Background: an optimization exercise with open tools, aiming at small area and a short achievable clock period. Do not read the settings as production practice.
At most, simulation tests tie the RTL to the original design; equivalence was not proved.
No activity file was given, so power comes from the tool's default toggle rates.

Design b16_core, start of the top module:
module b16_core(clk, nreset, run, addr, rd, wr, data, dataout,
                dr, dw, daddr, din, bp, dout);
   input         clk, nreset, run;
   output [15:0] addr;
   output        rd;
   output [1:0]  wr;
   input  [15:0] data;
   output [15:0] dataout;
   input         dr, dw;
   input  [2:0]  daddr;
   input  [15:0] din, bp;
   output [15:0] dout;
   cpu b16(.clk(clk), .run(run), .nreset(nreset),
           .addr(addr), .rd(rd), .wr(wr), .data(data),
           .dataout(dataout),
           .dr(dr), .dw(dw), .daddr(daddr), .din(din), .dout(dout),
           .bp(bp));
endmodule
Size: roughly 2300 cells after synthesis, roughly 110 I/O pins, about 26000 um2 of cells after synthesis.
export LEC_CHECK = 0
export CAP_MARGIN = 20
export CELL_PAD_IN_SITES_DETAIL_PLACEMENT = 1
export CORE_MARGIN = 2
export CORE_UTILIZATION = 45
export SLEW_MARGIN = 20
export SYNTH_HIERARCHICAL = 1
create_clock -name core_clock -period 14.0 [get_ports {clk}]
standard.sh (not shown) runs the stock make flow with config.mk's settings and CLKGATE_MAP_FILE= SYNTH_SCRIPT=/design/flow/synth_recipe.tcl, a recipe that flattens the netlist after the stock synthesis.
==> flow/flow/run.sh <==
#!/bin/bash
cp standard.sh standard_sh.txt
export SETUP_SLACK_MARGIN=7.5
export CTS_ARGS="-sink_clustering_enable -repair_clock_nets -dont_use_dummy_load -sink_clustering_size 25 -sink_clustering_max_diameter 110 -buf_list {sky130_fd_sc_hd__clkbuf_8 sky130_fd_sc_hd__clkbuf_16}"
export BUFFER_PORTS_ARGS="-buffer_cell sky130_fd_sc_hd__buf_1"
bash standard.sh > standard.log 2>&1
Then changed:
--- a/flow/design.v
+++ b/flow/design.v
@@ -113,24 +113,25 @@
    input [2:0] d, s;
    output y;
    wire t;
    aoi222 a0(.a1(d[0]), .a2(s[0]), .b1(d[1]), .b2(s[1]), .c1(d[2]), .c2(s[2]), .y(t));
    assign y = ~t;
 endmodule
 module ao8g(d, s, en_n, y);
    input [7:0] d, s;
    input en_n;
    output y;
-   wire [2:0] t;
-   aoi222 a0(.a1(d[0]), .a2(s[0]), .b1(d[1]), .b2(s[1]), .c1(d[2]), .c2(s[2]), .y(t[0]));
-   aoi222 a1(.a1(d[3]), .a2(s[3]), .b1(d[4]), .b2(s[4]), .c1(d[5]), .c2(s[5]), .y(t[1]));
-   assign t[2] = ~(d[6] & s[6] | d[7] & s[7]);
+   wire [3:0] t;
+   assign t[0] = ~(d[0] & s[0] | d[1] & s[1]);
+   assign t[1] = ~(d[2] & s[2] | d[3] & s[3]);
+   assign t[2] = ~(d[4] & s[4] | d[5] & s[5]);
+   assign t[3] = ~(d[6] & s[6] | d[7] & s[7]);
    assign y = ~(&t | en_n);
 endmodule
 module lut4(t, n, l, y);
    input t, n;
    input [3:0] l;
    output y;
    assign y = t ? (n ? l[3] : l[2]) : (n ? l[1] : l[0]);
 endmodule
 module cpu(clk, run, nreset, addr, rd, wr, data, dataout,
            dr, dw, daddr, din, dout, bp);
@@ -169,24 +170,23 @@
    wire op_minc = access & ~slot[1];     
    wire op_ld   = access & slot[1];      
    wire op_lit  = access & slot[1] & slot[0];
    wire op_st   = access & ~slot[1] & ~slot[0];
    wire op_nip  = (slot == 5'b11000);
    wire op_drop = (slot == 5'b11001);
    wire op_over = (slot == 5'b11010);
    wire op_dup  = (slot == 5'b11011);
    wire op_tor  = (slot == 5'b11100);
    wire op_rfrom= (slot == 5'b11110);
-   wire bop = (slot[4:2] == 3'b101);    
    assign rd = s0 | (access & (slot[1:0] != 2'b00));
    assign wr = op_st ? { ~slot[2] | ~T[0], ~slot[2] | T[0] } : 2'b00;
-   wire addrsel = access & (slot[1:0] != 2'b11);
+   reg addrsel, bop;
    assign addr = addrsel ? T : P;
    wire bswap = bop ^ addr[0];
    wire [l-1:0] incaddr = addr + { bop ? 2'b01 : 2'b10 };
    wire [l-1:0] dataw = { bop ? 8'h00 : (bswap ? data[7:0] : data[15:8]),
                      bswap ? data[15:8] : data[7:0] };
    wire [l-1:0] N, toR;
    assign dataout = bswap ? { N[7:0], N[l-1:8] } : N;
    wire dbg = ~run;
    wire dw0 = dbg & dw & (daddr == 3'h0);
    wire dw1 = dbg & dw & (daddr == 3'h1);
@@ -338,49 +338,55 @@
    wire [1:0] state_n = run ? nextstate :
                         (dwa & (daddr == 3'h3)) ? din[9:8] : state;
    reg [4:0] slot_n;
    always @(state_n or I_n)
       case(state_n)
         2'b00: slot_n = 5'b00000;
         2'b01: slot_n = I_n[14:10];
         2'b10: slot_n = I_n[9:5];
         2'b11: slot_n = I_n[4:0];
       endcase
+   wire addrsel_n = (slot_n[4:3] == 2'b10) & (slot_n[1:0] != 2'b11);
+   wire bop_n = (slot_n[4:2] == 3'b101);
    wire dsel_n = ~dr | run;
    wire [7:0] da = 8'b1 << daddr;
    wire [l-1:0] st = { run, 4'h0, c, state, {4-sdep{1'b0}}, sp,
                   {4-rdep{1'b0}}, rp };
    generate for(b=0; b<l; b=b+1) begin : dbg_rd
       ao8g dm(.d({ I[b], R[b], T[b], P[b], st[b], bp[b], toR[b], N[b] }),
                 .s(da), .en_n(dsel_n), .y(dout[b]));
    end endgenerate
    always @(posedge clk or negedge nreset)
       if(!nreset) begin
          state <= 2'b11;
          P <= rstaddr;
          T <= 16'h0000;
          I <= 16'h0000;
          R <= 16'h0000;
          c <= 1'b0;
          sp <= 0;
          rp <= 0;
          slot <= 5'b00000;
+         addrsel <= 1'b0;
+         bop <= 1'b0;
       end else begin
          state <= state_n;
          P <= P_n;
          T <= T_n;
          I <= I_n;
          R <= R_n;
          c <= c_n;
          sp <= sp_n;
          rp <= rp_n;
          slot <= slot_n;
+         addrsel <= addrsel_n;
+         bop <= bop_n;
       end
 endmodule  
 module b16_core(clk, nreset, run, addr, rd, wr, data, dataout,
                 dr, dw, daddr, din, bp, dout);
    input         clk, nreset, run;
    output [15:0] addr;
    output        rd;
    output [1:0]  wr;
    input  [15:0] data;
    output [15:0] dataout;
Synthesized cell count hardly moves.
Non-clock buffer count rises by 21.
Setup slack gets worse by 0.20 ns.
Register-to-register slack loses 0.20 ns.
Area after synthesis rose slightly.
Count of clock-buffer cells in the layout stays the same.
Die area came out higher slightly.
Final area is higher slightly.
Worst hold slack barely changes.
Function not checked in the second run of this note: the RTL went through the layout flow alone.

========
b16_core again, from the RTL that the note above started with.
// b16_core
module b16_core(clk, nreset, run, addr, rd, wr, data, dataout,
                dr, dw, daddr, din, bp, dout);
   input         clk, nreset, run;
   output [15:0] addr;
   output        rd;
   output [1:0]  wr;
   input  [15:0] data;
   output [15:0] dataout;
   input         dr, dw;
   input  [2:0]  daddr;
   input  [15:0] din, bp;
   output [15:0] dout;
   cpu b16(.clk(clk), .run(run), .nreset(nreset),
           .addr(addr), .rd(rd), .wr(wr), .data(data),
           .dataout(dataout),
           .dr(dr), .dw(dw), .daddr(daddr), .din(din), .dout(dout),
           .bp(bp));
endmodule
export LEC_CHECK = 0
export CAP_MARGIN = 20
export CORE_MARGIN = 2
export CORE_UTILIZATION = 45
export SLEW_MARGIN = 20
export SYNTH_HIERARCHICAL = 1
create_clock -name core_clock -period 14.0 [get_ports {clk}]
==> flow/flow/run.sh <==
#!/bin/bash
cp standard.sh standard_sh.txt
export SETUP_SLACK_MARGIN=7.3
export CTS_ARGS="-sink_clustering_enable -repair_clock_nets -dont_use_dummy_load -sink_clustering_size 20 -sink_clustering_max_diameter 100 -buf_list {sky130_fd_sc_hd__clkbuf_8 sky130_fd_sc_hd__clkbuf_16}"
export BUFFER_PORTS_ARGS="-buffer_cell sky130_fd_sc_hd__buf_1"
bash standard.sh > standard.log 2>&1
Change:
--- a/flow/design.v
+++ b/flow/design.v
@@ -115,22 +115,29 @@
    wire t;
    aoi222 a0(.a1(d[0]), .a2(s[0]), .b1(d[1]), .b2(s[1]), .c1(d[2]), .c2(s[2]), .y(t));
    assign y = ~t;
 endmodule
 module ao8g(d, s, en_n, y);
    input [7:0] d, s;
    input en_n;
    output y;
-   wire [2:0] t;
-   aoi222 a0(.a1(d[0]), .a2(s[0]), .b1(d[1]), .b2(s[1]), .c1(d[2]), .c2(s[2]), .y(t[0]));
-   aoi222 a1(.a1(d[3]), .a2(s[3]), .b1(d[4]), .b2(s[4]), .c1(d[5]), .c2(s[5]), .y(t[1]));
-   assign t[2] = ~(d[6] & s[6] | d[7] & s[7]);
+   wire [3:0] t;
+   assign t[0] = ~(d[0] & s[0] | d[1] & s[1]);
+   assign t[1] = ~(d[2] & s[2] | d[3] & s[3]);
+   assign t[2] = ~(d[4] & s[4] | d[5] & s[5]);
+   assign t[3] = ~(d[6] & s[6] | d[7] & s[7]);
    assign y = ~(&t | en_n);
 endmodule
+module deceq(a, y);
+   parameter K = 0;
+   input [2:0] a;
+   output y;
+   assign y = (a == K);
+endmodule
 module lut4(t, n, l, y);
    input t, n;
    input [3:0] l;
    output y;
    assign y = t ? (n ? l[3] : l[2]) : (n ? l[1] : l[0]);
 endmodule
 module cpu(clk, run, nreset, addr, rd, wr, data, dataout,
            dr, dw, daddr, din, dout, bp);
@@ -341,17 +348,20 @@
    always @(state_n or I_n)
       case(state_n)
         2'b00: slot_n = 5'b00000;
         2'b01: slot_n = I_n[14:10];
         2'b10: slot_n = I_n[9:5];
         2'b11: slot_n = I_n[4:0];
       endcase
    wire dsel_n = ~dr | run;
-   wire [7:0] da = 8'b1 << daddr;
+   wire [7:0] da;
+   generate for(b=0; b<8; b=b+1) begin : dsel
+      deceq #(b) d(.a(daddr), .y(da[b]));
+   end endgenerate
    wire [l-1:0] st = { run, 4'h0, c, state, {4-sdep{1'b0}}, sp,
                   {4-rdep{1'b0}}, rp };
    generate for(b=0; b<l; b=b+1) begin : dbg_rd
       ao8g dm(.d({ I[b], R[b], T[b], P[b], st[b], bp[b], toR[b], N[b] }),
                 .s(da), .en_n(dsel_n), .y(dout[b]));
    end endgenerate
    always @(posedge clk or negedge nreset)
       if(!nreset) begin
Result: The changed run finished with timing, DRC and antenna clean. Register-to-register slack degrades by 0.15 ns. Combinational power barely changes. Die area rises by 0.55%. Design area rises by 2.2%. Via count came out higher by 1.2%. Clock-buffer cell count shrinks by 1. Total power goes up by 1.8%. Global-route usage went up by 0.45 points. Non-clock buffer count is higher by 17. Setup slack is worse by 0.13 ns. Sequential power grows by about 4%. Core utilization climbs by 0.44 points.
The RTL of the second run of this note was laid out without a check of its function.

========
Setup of v6:
The RTL this note starts from:
==> flow/design.v <==
module alu(res, carry, zero, T, N, c, inst);
   parameter l=16;
   input [l-1:0] T, N;
   input c;
   input [2:0] inst;
   output [l-1:0] res;
   output carry, zero;
   wire prop, andor, selr;
   assign { prop, selr, andor } = inst;
   wire        [l-1:0] r1, r2;
   wire [l:0]  carries;
   assign r1 = T ^ N ^ carries;
   assign r2 = (T & N) | 
               (T & carries[l-1:0]) | 
               (N & carries[l-1:0]);
   assign carries = 
        prop ? { r2[l-1:0], (c | selr) & andor } 
             : { c, {(l){andor}}};
   assign res = (selr & ~prop) ? r2 : r1;
   assign carry = carries[l];
   assign zero = ~|T;
endmodule  
module stack(clk, sp, spdec, push, gwrite, in, out);
   parameter dep=2, l=16;
   input clk, push, gwrite;
   input [dep-1:0] sp, spdec;
   input [l-1:0] in;
   output [l-1:0] out;
   reg [l-1:0] stackmem[0:(1<<dep)-1];
   always @(posedge clk)
      if(push)
         stackmem[spdec] <= in;
  assign out = stackmem[sp];
endmodule  
module cpu(clk, latclk, run, nreset, addr, rd, wr, data, 
           dataout, gwrite
 ,
           dr, dw, daddr, din, dout, bp);
   parameter rstaddr=16'h3FFE, show=0,
             l=16, sdep=4, rdep=4;
   input clk, latclk, run, nreset, gwrite;
   output [l-1:0] addr;
   output rd;
   output [1:0] wr;
   input  [l-1:0] data;
   output [l-1:0] dataout;
      input [2:0] daddr;
      input dr, dw;
      input [l-1:0] din, bp;
      output [l-1:0] dout;
   reg [sdep-1:0] sp;
   reg [rdep-1:0] rp;
   reg [l-1:0] T, I, P, R;
   reg [1:0] state;
   reg c;
   wire [4:0] inst, rwinst;
   reg [l-1:0] jmp;
   assign inst = { 4'b0000, data[15], I[14:0] }
                 >> (5*(3-state[1:0]));
   assign rwinst = { 5'b00000, I[14:0] }
                   >> (5*(3-state[1:0]));
   always @(state or I or P or T or data)
      case(state[1:0])
        2'b00: jmp = { data[14:0], 1'b0 };
        2'b01: jmp = { P[15:11], I[9:0], 1'b0 };
        2'b10: jmp = { P[15:6], I[4:0], 1'b0 };
        2'b11: jmp = { T[15:1], 1'b0 };
      endcase  
   wire [l-1:0] res, toN, toR, N;
   wire carry, zero;
   alu #(l) alu16(.res(res), .carry(carry),
                  .zero(zero),
                  .T(T), .N(N), .c(c),
                  .inst(inst[2:0]));
   wire [l-1:0] incaddr, dataw, datas;
   wire tos2n;
   wire incby, bswap, addrsel, access, rd;
   wire [1:0] wr;
   assign incby = (rwinst[4:2] != 3'b101);
   assign access = (rwinst[4:3]==2'b10);
   assign addrsel = rd ? 
         (access & (rwinst[1:0] != 2'b11)) : |wr;
   assign rd = (state==2'b00) || 
               (access && (rwinst[1:0]!=2'b00));
   assign wr = (access && (rwinst[1:0]==2'b00)) ?
               { ~rwinst[2] | ~T[0], 
                 ~rwinst[2] | T[0] } : 2'b00;
   assign addr = addrsel ? T : P;
   assign incaddr = addr + incby + 1;
   assign tos2n = (!rd | (rwinst[1:0] == 2'b11));
   assign toN = tos2n ? T : dataw;
   assign bswap = ~incby ^ addr[0];
   assign datas = bswap ? { data[7:0], data[l-1:8] }
                        : data;
   assign dataw = incby ? datas
                        : { 8'h00, datas[7:0] }; 
   assign dataout = bswap ? { N[7:0], N[l-1:8] }
                          : N; 
   reg dpush, rpush;
   always @(state or inst or rd or run  
                                       or run or dw or daddr
                                       )
     begin
        rpush = 1'b0;
        dpush = (|state[1:0] & rd) |
                (inst[4] && inst[3] && inst[1]);
        case(inst)
           5'b00001: rpush = |state[1:0] | run;
           5'b11100: rpush = 1'b1;
           default ;
        endcase  
        if(!run && dw) case(daddr)
           3'h0: dpush = 1;
           3'h1: rpush = 1;
           default ;
        endcase
     end
   wire [sdep-1:0] spdec, spinc;
   wire [rdep-1:0] rpdec, rpinc;
   stack #(sdep,l) dstack(.clk(latclk),
                          .sp(sp),
                          .spdec(spdec),
                          .push(dpush),
                          .in(toN),
                          .out(N),
                          .gwrite(gwrite));
   stack #(rdep,l) rstack(.clk(latclk),
                          .sp(rp),
                          .spdec(rpdec),
                          .push(rpush),
                          .in(R),
                          .out(toR),
                          .gwrite(gwrite));
   assign spdec = sp-{{(sdep-1){1'b0}}, 1'b1};
   assign spinc = sp+{{(sdep-1){1'b0}}, 1'b1};
   assign rpdec = rp-{{(rdep-1){1'b0}}, 1'b1};
   assign rpinc = rp+{{(rdep-1){1'b0}}, 1'b1};
   wire [1:0] nextstate;
   assign nextstate = ((~|inst) || (|inst[4:3])) ?
                      state[1:0] + 2'b01 : 2'b00;
   reg [l-1:0] dout;
   always @(daddr or dr or run or P or T or R or I or
            state or sp or rp or c or N or toR or bp)
   if(!dr || run) dout = 'h0;
   else case(daddr)
      3'h0: dout = N;
      3'h1: dout = toR;
      3'h2: dout = bp;
      3'h3: dout = { run, 4'h0, c, state,
                     {4-sdep{1'b0}}, sp,
                     {4-rdep{1'b0}}, rp };
      3'h4: dout = P;
      3'h5: dout = T;
      3'h6: dout = R;
      3'h7: dout = I;
   endcase
   always @(posedge clk or negedge nreset)
      if(!nreset) begin
         state <= 2'b11;
         P <= rstaddr;
         T <= 16'h0000;
         I <= 16'h0000;
         R <= 16'h0000;
         c <= 1'b0;
         sp <= 0;
         rp <= 0;
      end else if(run) begin
         if(~|state || 
            ({ inst[4:3], inst[1:0] } == 4'b1011))
            P <= incaddr;
         if(|state[1:0]) begin 
            if(rd && { inst[4:3], inst[1:0] } != 4'b1010)
               sp <= spdec;
            if(|wr) sp <= spinc;
         end else begin 
            I <= data; 
            if(!data[15]) state[1:0] <= 2'b01;
         end
         state <= nextstate;
         case(inst)
            5'b00001: begin  
               rp <= rpdec;
               R <= { ~|state ? incaddr[15:1] : P[15:1], c };
               P <= jmp;
               c <= 1'b0;
               if(state == 2'b11) { sp, T } <= { spinc, N };
            end  
            5'b00010: begin  
               P <= jmp;
               if(state == 2'b11) { sp, T } <= { spinc, N };
            end
            5'b00011:  
                      { rp, c, P, R } <= 
                      { rpinc, R[0], R[l-1:1], 1'b0, toR };
            5'b00100, 5'b00101, 5'b00110, 5'b00111:
            begin  
               if((inst[1] ? c : zero) ^ inst[0]) 
                  P <= jmp;
               { sp, T } <= { spinc, N };
            end
            5'b01001:  
               { c, T } <= { 1'b1, ~T };
            5'b01110:  
               { T, R, c } <=
               { c ? { carry, res } : { 1'b0, T }, R };
            5'b01111:  
               { c, T, R } <=
               { (c | carry) ? res : T, R, (c | carry) };
            5'b01000, 5'b01010, 5'b01011, 5'b01100, 5'b01101:
               { sp, c, T } <= { spinc, carry, res };
            5'b10000, 5'b10001, 5'b10100, 5'b10101:
            begin         
               if(nextstate != 2'b10) T <= incaddr;
               sp <= rd ? spdec : spinc;
            end
            5'b10010, 5'b10011, 5'b10110, 5'b10111:
               T <= dataw;   
            5'b11000: sp <= spinc;                
            5'b11001: { sp, T } <= { spinc, N };                      
            5'b11010: { sp, T } <= { spdec, N };  
            5'b11011: sp <= spdec;                
            5'b11100: begin                       
               R <= T; rp <= rpdec; { sp, T } <= { spinc, N };
            end  
            5'b11110: begin                       
               { sp, T, R } <= { spdec, R, toR };
               rp <= rpinc;
            end  
            default ;                             
         endcase  
      end else begin  
         if(dw) case(daddr)
            3'h0: { sp, T } <= { spdec, din };
            3'h1: { rp, R } <= { rpdec, din };
            3'h3: { c, state, sp, rp } <= 
                    { din[10:8],
                      din[sdep+3:4], din[rdep-1:0] };
            3'h4: P <= din;
            3'h5: T <= din;
            3'h6: R <= din;
            3'h7: I <= din;
            default ;
         endcase
         if(dr) case(daddr)
            3'h0: sp <= spinc;
            3'h1: rp <= rpinc;
            default ;
         endcase
      end  
endmodule  
module b16_core(clk, nreset, run, addr, rd, wr, data, dataout,
                dr, dw, daddr, din, bp, dout);
   input         clk, nreset, run;
   output [15:0] addr;
   output        rd;
   output [1:0]  wr;
   input  [15:0] data;
   output [15:0] dataout;
   input         dr, dw;
   input  [2:0]  daddr;
   input  [15:0] din, bp;
   output [15:0] dout;
   cpu b16(.clk(clk), .latclk(clk), .run(run), .nreset(nreset),
           .addr(addr), .rd(rd), .wr(wr), .data(data),
           .dataout(dataout), .gwrite(1'b0),
           .dr(dr), .dw(dw), .daddr(daddr), .din(din), .dout(dout),
           .bp(bp));
endmodule
make LEC_CHECK=0 CAP_MARGIN=20 CORE_MARGIN=2 CORE_UTILIZATION=40 SLEW_MARGIN=20 finish   # period 14.0 ns
run.sh (not shown) runs the stock make flow with config.mk's settings and CLKGATE_MAP_FILE= SYNTH_SCRIPT=/design/flow/synth_recipe.tcl, a recipe that flattens the netlist after the stock synthesis.
Stock flow here: none of the scripts above is used.
What v7 does differently from v6 at the input level:
--- a/flow/design.v
+++ b/flow/design.v
@@ -7,30 +7,35 @@
    output carry, zero;
    wire prop, andor, selr;
    assign { prop, selr, andor } = inst;
-   wire        [l-1:0] r1, r2;
-   wire [l:0]  carries;
-   assign r1 = T ^ N ^ carries;
-   assign r2 = (T & N) | 
-               (T & carries[l-1:0]) | 
-               (N & carries[l-1:0]);
-   assign carries = 
-        prop ? { r2[l-1:0], (c | selr) & andor } 
-             : { c, {(l){andor}}};
-   assign res = (selr & ~prop) ? r2 : r1;
-   assign carry = carries[l];
+   wire cin = andor & (c | selr);
+   wire [l+1:0] s = { 1'b0, T, 1'b1 } + { 1'b0, N, cin };
+   wire [l-1:0] lg = selr ? (andor ? (T | N) : (T & N))
+                     : (andor ? ~(T ^ N) : (T ^ N));
+   assign res = prop ? s[l:1] : lg;
+   assign carry = prop ? s[l+1] : c;
    assign zero = ~|T;
 endmodule  
-module stack(clk, sp, spdec, push, gwrite, in, out);
-   parameter dep=2, l=16;
-   input clk, push, gwrite;
-   input [dep-1:0] sp, spdec;
+module stack(clk, sp, push, in, out);
+   parameter dep=4, l=16;
+   input clk, push;
+   input [dep-1:0] sp;
    input [l-1:0] in;
    output [l-1:0] out;
-   reg [l-1:0] stackmem[0:(1<<dep)-1];
-   always @(posedge clk)
-      if(push)
-         stackmem[spdec] <= in;
-  assign out = stackmem[sp];
+   localparam n = 1 << dep;
+   wire [n-1:0] sel;
+   wire [n-1:0] we;
+   wire [l-1:0] rd [0:n];
+   assign rd[0] = {l{1'b0}};
+   genvar k;
+   generate for(k=0; k<n; k=k+1) begin : e
+      reg [l-1:0] m;
+      assign sel[k] = (sp == k);
+      assign we[k] = push & sel[(k+1) % n];
+      always @(posedge clk)
+         m <= (in & {l{we[k]}}) | (m & {l{~we[k]}});
+      assign rd[k+1] = rd[k] | (m & {l{sel[k]}});
+   end endgenerate
+   assign out = rd[n];
 endmodule  
 module cpu(clk, latclk, run, nreset, addr, rd, wr, data, 
            dataout, gwrite
@@ -119,18 +124,14 @@
    wire [rdep-1:0] rpdec, rpinc;
    stack #(sdep,l) dstack(.clk(latclk),
                           .sp(sp),
-                          .spdec(spdec),
                           .push(dpush),
                           .in(toN),
-                          .out(N),
-                          .gwrite(gwrite));
+                          .out(N));
    stack #(rdep,l) rstack(.clk(latclk),
                           .sp(rp),
-                          .spdec(rpdec),
                           .push(rpush),
                           .in(R),
-                          .out(toR),
-                          .gwrite(gwrite));
+                          .out(toR));
    assign spdec = sp-{{(sdep-1){1'b0}}, 1'b1};
    assign spinc = sp+{{(sdep-1){1'b0}}, 1'b1};
    assign rpdec = rp-{{(rdep-1){1'b0}}, 1'b1};
## What came out
- Clock power: v6 vs v7 — no meaningful difference
- Summary of v7 over v6: global-route usage has increased, setup slack saw an increase, wire length the detailed router placed on met1 +about 11%, setup slack of the most critical reg-to-reg path picked up an extra 5.67 ns, synthesized-area fraction occupied by ao, oa, aoi and oai cells grew by 6.2 points.
No run of this note included a check of the RTL's function; only the layout flow was run.

static timing again, ports no longer ideal:
In the flow no input, the clock included, has a driving cell. The finished layouts below were timed again as built, in two steps. Step 1 (the two cells are an assumption about what drives the block):
set clk [get_ports {clk}]
set_driving_cell -lib_cell sky130_fd_sc_hd__clkbuf_16 $clk
set_driving_cell -lib_cell sky130_fd_sc_hd__buf_2 [delete_from_list [all_inputs] $clk]
Step 2, shift: input delay + t, output delay - t, t = (earliest + latest rising clock arrival at the registers) / 2. This alone moves slack from input paths to output paths. Slacks: ideal ports / drivers / drivers and shift; pairs: ideal ports / drivers.
run	shift t [ns]	slack for setup (ns)	worst register clock-pin slew, ns
the first run of note 1	0.683	7.213 / 7.154 / 7.154	0.11 / 0.11
the second run of note 1	0.675	7.008 / 6.929 / 6.929	0.11 / 0.11
the first run of note 2	0.635	7.235 / 7.189 / 7.189	0.09 / 0.09
the second run of note 2	0.633	7.107 / 7.009 / 7.009	0.09 / 0.09
v6	0.683	0.628 / 0.676 / -0.008	0.07 / 0.07
v7	0.695	4.569 / 4.547 / 4.547	0.07 / 0.07
With both steps, setup timing fails in v6, where it was met with ideal ports. The setup slack of v6, which loses most, moves by +0.048 ns with the drivers and by -0.636 ns with both steps.
